This design comes from an exercise in tuning for small area on the open sky130 flow, not from production work. In this exercise RTL edits were held to simulation tests only and were not proved equivalent to the original.

== run A ==
==> module dist_lo, before the edit <==
module dist_lo (
    input  [5:0] nx,
    input  [5:0] y,
    output [5:0] r,
    output       co
);
wire [5:0] c;
c_ha h0 (.a(nx[0]), .b(y[0]), .s(r[0]), .co(c[0]));
for (genvar i = 1; i < 6; i++) begin : g_fa
    c_fa f (.a(nx[i]), .b(y[i]), .ci(c[i-1]), .s(r[i]), .co(c[i]));
end
assign co = c[5];
endmodule
==> module dist_sat, before the edit <==
module dist_sat (
    input  [1:0] nx,
    input  [1:0] y,
    input        ci,
    input  [1:0] r54,
    output       keep
);
wire [1:0] r;       
wire       c6, c7;
c_fa f6 (.a(nx[0]), .b(y[0]), .ci(ci), .s(r[0]), .co(c6));
c_fa f7 (.a(nx[1]), .b(y[1]), .ci(c6), .s(r[1]), .co(c7));
assign keep = r[1] & r[0] & (r54[1] | r54[0]);
endmodule
==> module exp_max, before the edit <==
module exp_max (
    input  [7:0][7:0]  e,
    output [7:0]       xn,
    output [7:0][5:0]  rl,
    output [7:0]       cl,
    output logic [7:0] hid      
);
logic [7:0][7:0] ex;
logic [7:0][8:0] q;
wire  [3:0][8:0] w1n;      
wire  [1:0][8:0] w2;       
wire  [8:0]      kn;       
wire  [3:0]      ge1;
wire  [1:0]      ge2;
wire             ge3;
always_comb begin
    for (int i = 0; i < 8; i++) begin
        ex[i]  = {e[i][7:1], e[i][0] | ~|e[i][7:1]};
        hid[i] = e[i][0] | |e[i][7:1];
        q[i]  = {~&e[i], ex[i]};
    end
end
for (genvar i = 0; i < 4; i++) begin : g_r1
    ge9   c (.a(q[2*i]), .b(q[2*i+1]), .ge(ge1[i]));
    max9n m (.a(q[2*i]), .b(q[2*i+1]), .ge(ge1[i]), .y(w1n[i]));
end
for (genvar i = 0; i < 2; i++) begin : g_r2
    ge9   c (.a(w1n[2*i+1]), .b(w1n[2*i]), .ge(ge2[i]));
    max9n m (.a(w1n[2*i]), .b(w1n[2*i+1]), .ge(ge2[i]), .y(w2[i]));
end
ge9   c3 (.a(w2[0]), .b(w2[1]), .ge(ge3));
max9n m3 (.a(w2[0]), .b(w2[1]), .ge(ge3), .y(kn));
assign xn = kn[7:0];
for (genvar i = 0; i < 8; i++) begin : g_dist
    dist_lo dd (.nx(kn[5:0]), .y(ex[i][5:0]), .r(rl[i]), .co(cl[i]));
end
endmodule
==> module fp_adder_tree, before the edit <==
module fp_adder_tree #(
    parameter int unsigned N = 8
) (
    input clk,
    input rst_n,
    input            in_valid,
    input [32*N-1:0] fp_in,
    output           out_valid,
    output [31:0]    out
);
logic [N-1:0][7:0]  e;
logic [N-1:0][5:0]  rl;
logic [N-1:0]       cl;
logic [7:0]         xn;
always_comb
    for (int i = 0; i < N; i++) e[i] = fp_in[32*i+23 +: 8];
logic [N-1:0]       hid;
exp_max exp_max_inst (.e(e), .xn(xn), .rl(rl), .cl(cl), .hid(hid));
logic [N-1:0][23:0] m_r;
logic [N-1:0]       s_r;
logic [N-1:0][5:0]  rl_r;
logic [N-1:0]       cl_r;
logic [N-1:0][1:0]  eh_r;
logic [7:0]         xn_r;
logic               valid_r;
always_ff @(posedge clk) begin
    for (int i = 0; i < N; i++) begin
        m_r[i]  <= {hid[i], fp_in[32*i +: 23]};
        s_r[i]  <= fp_in[32*i+31];
        eh_r[i] <= e[i][7:6];
    end
    rl_r <= rl;
    cl_r <= cl;
    xn_r <= xn;
end
logic [N-1:0]       keep;
logic [N-1:0][47:0] u;
logic [3:0]         pc;
logic [50:0]        sum_x, sum_y, t;
for (genvar i = 0; i < N; i++) begin : g_align
    dist_sat dist_inst (.nx(xn_r[7:6]), .y(eh_r[i]), .ci(cl_r[i]), .r54(rl_r[i][5:4]), .keep(keep[i]));
    align align_inst (.s(s_r[i]), .m(m_r[i]), .rl(rl_r[i]), .keep(keep[i]), .u(u[i]));
end
popcount8 pc_inst (.s(s_r), .pc(pc));
csa_tree  csa_inst (.u(u), .pc(pc), .x(sum_x), .y(sum_y));
cpa51     cpa_inst (.a(sum_x), .b(sum_y[49:0]), .s(t));
logic [50:0] t_r;
logic [7:0]  xn_r2;
logic        valid_r2;
always_ff @(posedge clk) begin
    t_r     <= t;
    xn_r2   <= xn_r;
end
always_ff @(posedge clk) begin
    if (!rst_n) begin
        valid_r  <= 1'b0;
        valid_r2 <= 1'b0;
    end else begin
        valid_r  <= in_valid;
        valid_r2 <= valid_r;
    end
end
fp32_converter conv_inst (
    .t    (t_r),
    .xn   (xn_r2),
    .fp32 (out)
);
assign out_valid = valid_r2;
endmodule
==> flow/config.mk <==
export PLATFORM = sky130hd
export DESIGN_NAME = fp_adder_tree
export DESIGN_NICKNAME = fp_adder_tree
export VERILOG_FILES = /design/flow/design.v
export SDC_FILE = /design/flow/constraint.sdc
export NUM_CORES = 4
export LEC_CHECK = 0
export CAP_MARGIN = 20
export CORE_MARGIN = 2
export CORE_UTILIZATION = 40
export CTS_CLUSTER_DIAMETER = 100
export CTS_CLUSTER_SIZE = 30
export SLEW_MARGIN = 20
export SYNTH_HIERARCHICAL = 1
==> flow/constraint.sdc <==
create_clock -name core_clock -period 8.5 [get_ports {clk}]
set_input_delay 1.7000 -clock core_clock [delete_from_list [all_inputs] [get_ports {clk}]]
set_output_delay 1.7000 -clock core_clock [all_outputs]
set_load 0.01 [all_outputs]
standard.sh (not shown) runs the stock make flow with config.mk's settings and CLKGATE_MAP_FILE= SYNTH_SCRIPT=/design/flow/synth_recipe.tcl, a recipe that flattens the netlist after the stock synthesis.
==> flow/flow/run.sh <==
#!/bin/bash
# Standard layout, with one change: the port buffers that the standard flow
# puts on every input and output are buf_1 cells instead of the default.
set -euo pipefail
export BUFFER_PORTS_ARGS="-buffer_cell sky130_fd_sc_hd__buf_1"
bash standard.sh > standard.log 2>&1
Here is what was changed in the inputs of run B compared with run A.
--- a/flow/design.v
+++ b/flow/design.v
@@ -302,41 +302,32 @@
 c_inv i_gen (.a(ge), .y(gen));
 for (genvar i = 0; i < 9; i++) begin : g_mux
     c_o22ai u (.a1(b[i]), .a2(ge), .b1(a[i]), .b2(gen), .y(y[i]));
 end
 endmodule
-module dist_lo (
-    input  [5:0] nx,
-    input  [5:0] y,
+module shift_dist (
+    input  [7:0] nx,
+    input  [7:0] y,
     output [5:0] r,
-    output       co
+    output       keep
 );
 wire [5:0] c;
+wire [1:0] p;       
+wire       hi_ones;
 c_ha h0 (.a(nx[0]), .b(y[0]), .s(r[0]), .co(c[0]));
 for (genvar i = 1; i < 6; i++) begin : g_fa
     c_fa f (.a(nx[i]), .b(y[i]), .ci(c[i-1]), .s(r[i]), .co(c[i]));
 end
-assign co = c[5];
-endmodule
-module dist_sat (
-    input  [1:0] nx,
-    input  [1:0] y,
-    input        ci,
-    input  [1:0] r54,
-    output       keep
-);
-wire [1:0] r;       
-wire       c6, c7;
-c_fa f6 (.a(nx[0]), .b(y[0]), .ci(ci), .s(r[0]), .co(c6));
-c_fa f7 (.a(nx[1]), .b(y[1]), .ci(c6), .s(r[1]), .co(c7));
-assign keep = r[1] & r[0] & (r54[1] | r54[0]);
+assign p       = nx[7:6] + y[7:6];
+assign hi_ones = c[5] ? (p == 2'd2) : (p == 2'd3);
+assign keep    = hi_ones & (r[5] | r[4]);
 endmodule
 module exp_max (
     input  [7:0][7:0]  e,
     output [7:0]       xn,
     output [7:0][5:0]  rl,
-    output [7:0]       cl,
+    output [7:0]       keep,
     output logic [7:0] hid      
 );
 logic [7:0][7:0] ex;
 logic [7:0][8:0] q;
 wire  [3:0][8:0] w1n;      
@@ -362,11 +353,11 @@
 end
 ge9   c3 (.a(w2[0]), .b(w2[1]), .ge(ge3));
 max9n m3 (.a(w2[0]), .b(w2[1]), .ge(ge3), .y(kn));
 assign xn = kn[7:0];
 for (genvar i = 0; i < 8; i++) begin : g_dist
-    dist_lo dd (.nx(kn[5:0]), .y(ex[i][5:0]), .r(rl[i]), .co(cl[i]));
+    shift_dist dd (.nx(kn[7:0]), .y(ex[i]), .r(rl[i]), .keep(keep[i]));
 end
 endmodule
 module csa_tree (
     input  [7:0][47:0] u,
     input  [3:0]       pc,
@@ -1044,40 +1035,36 @@
     output           out_valid,
     output [31:0]    out
 );
 logic [N-1:0][7:0]  e;
 logic [N-1:0][5:0]  rl;
-logic [N-1:0]       cl;
+logic [N-1:0]       keep;
 logic [7:0]         xn;
 always_comb
     for (int i = 0; i < N; i++) e[i] = fp_in[32*i+23 +: 8];
 logic [N-1:0]       hid;
-exp_max exp_max_inst (.e(e), .xn(xn), .rl(rl), .cl(cl), .hid(hid));
+exp_max exp_max_inst (.e(e), .xn(xn), .rl(rl), .keep(keep), .hid(hid));
 logic [N-1:0][23:0] m_r;
 logic [N-1:0]       s_r;
 logic [N-1:0][5:0]  rl_r;
-logic [N-1:0]       cl_r;
-logic [N-1:0][1:0]  eh_r;
+logic [N-1:0]       keep_r;
 logic [7:0]         xn_r;
 logic               valid_r;
 always_ff @(posedge clk) begin
     for (int i = 0; i < N; i++) begin
         m_r[i]  <= {hid[i], fp_in[32*i +: 23]};
         s_r[i]  <= fp_in[32*i+31];
-        eh_r[i] <= e[i][7:6];
     end
     rl_r <= rl;
-    cl_r <= cl;
+    keep_r <= keep;
     xn_r <= xn;
 end
-logic [N-1:0]       keep;
 logic [N-1:0][47:0] u;
 logic [3:0]         pc;
 logic [50:0]        sum_x, sum_y, t;
 for (genvar i = 0; i < N; i++) begin : g_align
-    dist_sat dist_inst (.nx(xn_r[7:6]), .y(eh_r[i]), .ci(cl_r[i]), .r54(rl_r[i][5:4]), .keep(keep[i]));
-    align align_inst (.s(s_r[i]), .m(m_r[i]), .rl(rl_r[i]), .keep(keep[i]), .u(u[i]));
+    align align_inst (.s(s_r[i]), .m(m_r[i]), .rl(rl_r[i]), .keep(keep_r[i]), .u(u[i]));
 end
 popcount8 pc_inst (.s(s_r), .pc(pc));
 csa_tree  csa_inst (.u(u), .pc(pc), .x(sum_x), .y(sum_y));
 cpa51     cpa_inst (.a(sum_x), .b(sum_y[49:0]), .s(t));
 logic [50:0] t_r;
Notes after the runs:
Run B vs run A: post-synth net total down in run B. Relative to run A, largest driver fanout on the critical path decreased by 10 in run B. Re worst relative slew slack: run A and run B aren't equal, and the higher value belongs to run A. Between run B and run A, it is run B whose clock buffer instance count of the final layout is lower, by 2. On critical path depth, the higher figure sits with run B, not run A. Cmp run A and run B / initial antenna violation count / higher: run A. Via count of run B is on par with run A. Between run A and run B, the detail-routed via count per cell is higher for run A. Compared to run A, the router laid down less metal wire for run B. Compared with run A, run B shows a portion of the layout cell area used by non-clock buffers that is 0.39 points higher.

afterwards: timing with drivers on the ports:
The flow's constraints put no driver on any port. The routed layouts listed below were extracted and timed again, unchanged, in two steps. Step 1: set_driving_cell puts a clkbuf_16 on clk and a buf_2 on each other input, an assumption about the parent block. Step 2, shift: input delay + t, output delay - t, t = (earliest + latest rising clock arrival at the registers) / 2. This alone moves slack from input paths to output paths. Three values: ideal, step 1, step 2; two values: the first two.
run	t, ns	setup slack, ns	hold WS [ns]	worst register clock-pin slew, ns
run A	0.679	0.458 / 0.426 / -0.024	0.444 / 0.444 / 0.444	0.11 / 0.11
run B	0.655	0.483 / 0.502 / -0.133	0.348 / 0.348 / 0.348	0.10 / 0.10
Met with ideal ports but missed after step 2: setup timing in run A and run B. For run B, which loses most, drivers alone change the setup slack by +0.019 ns; drivers and shift together by -0.616 ns.
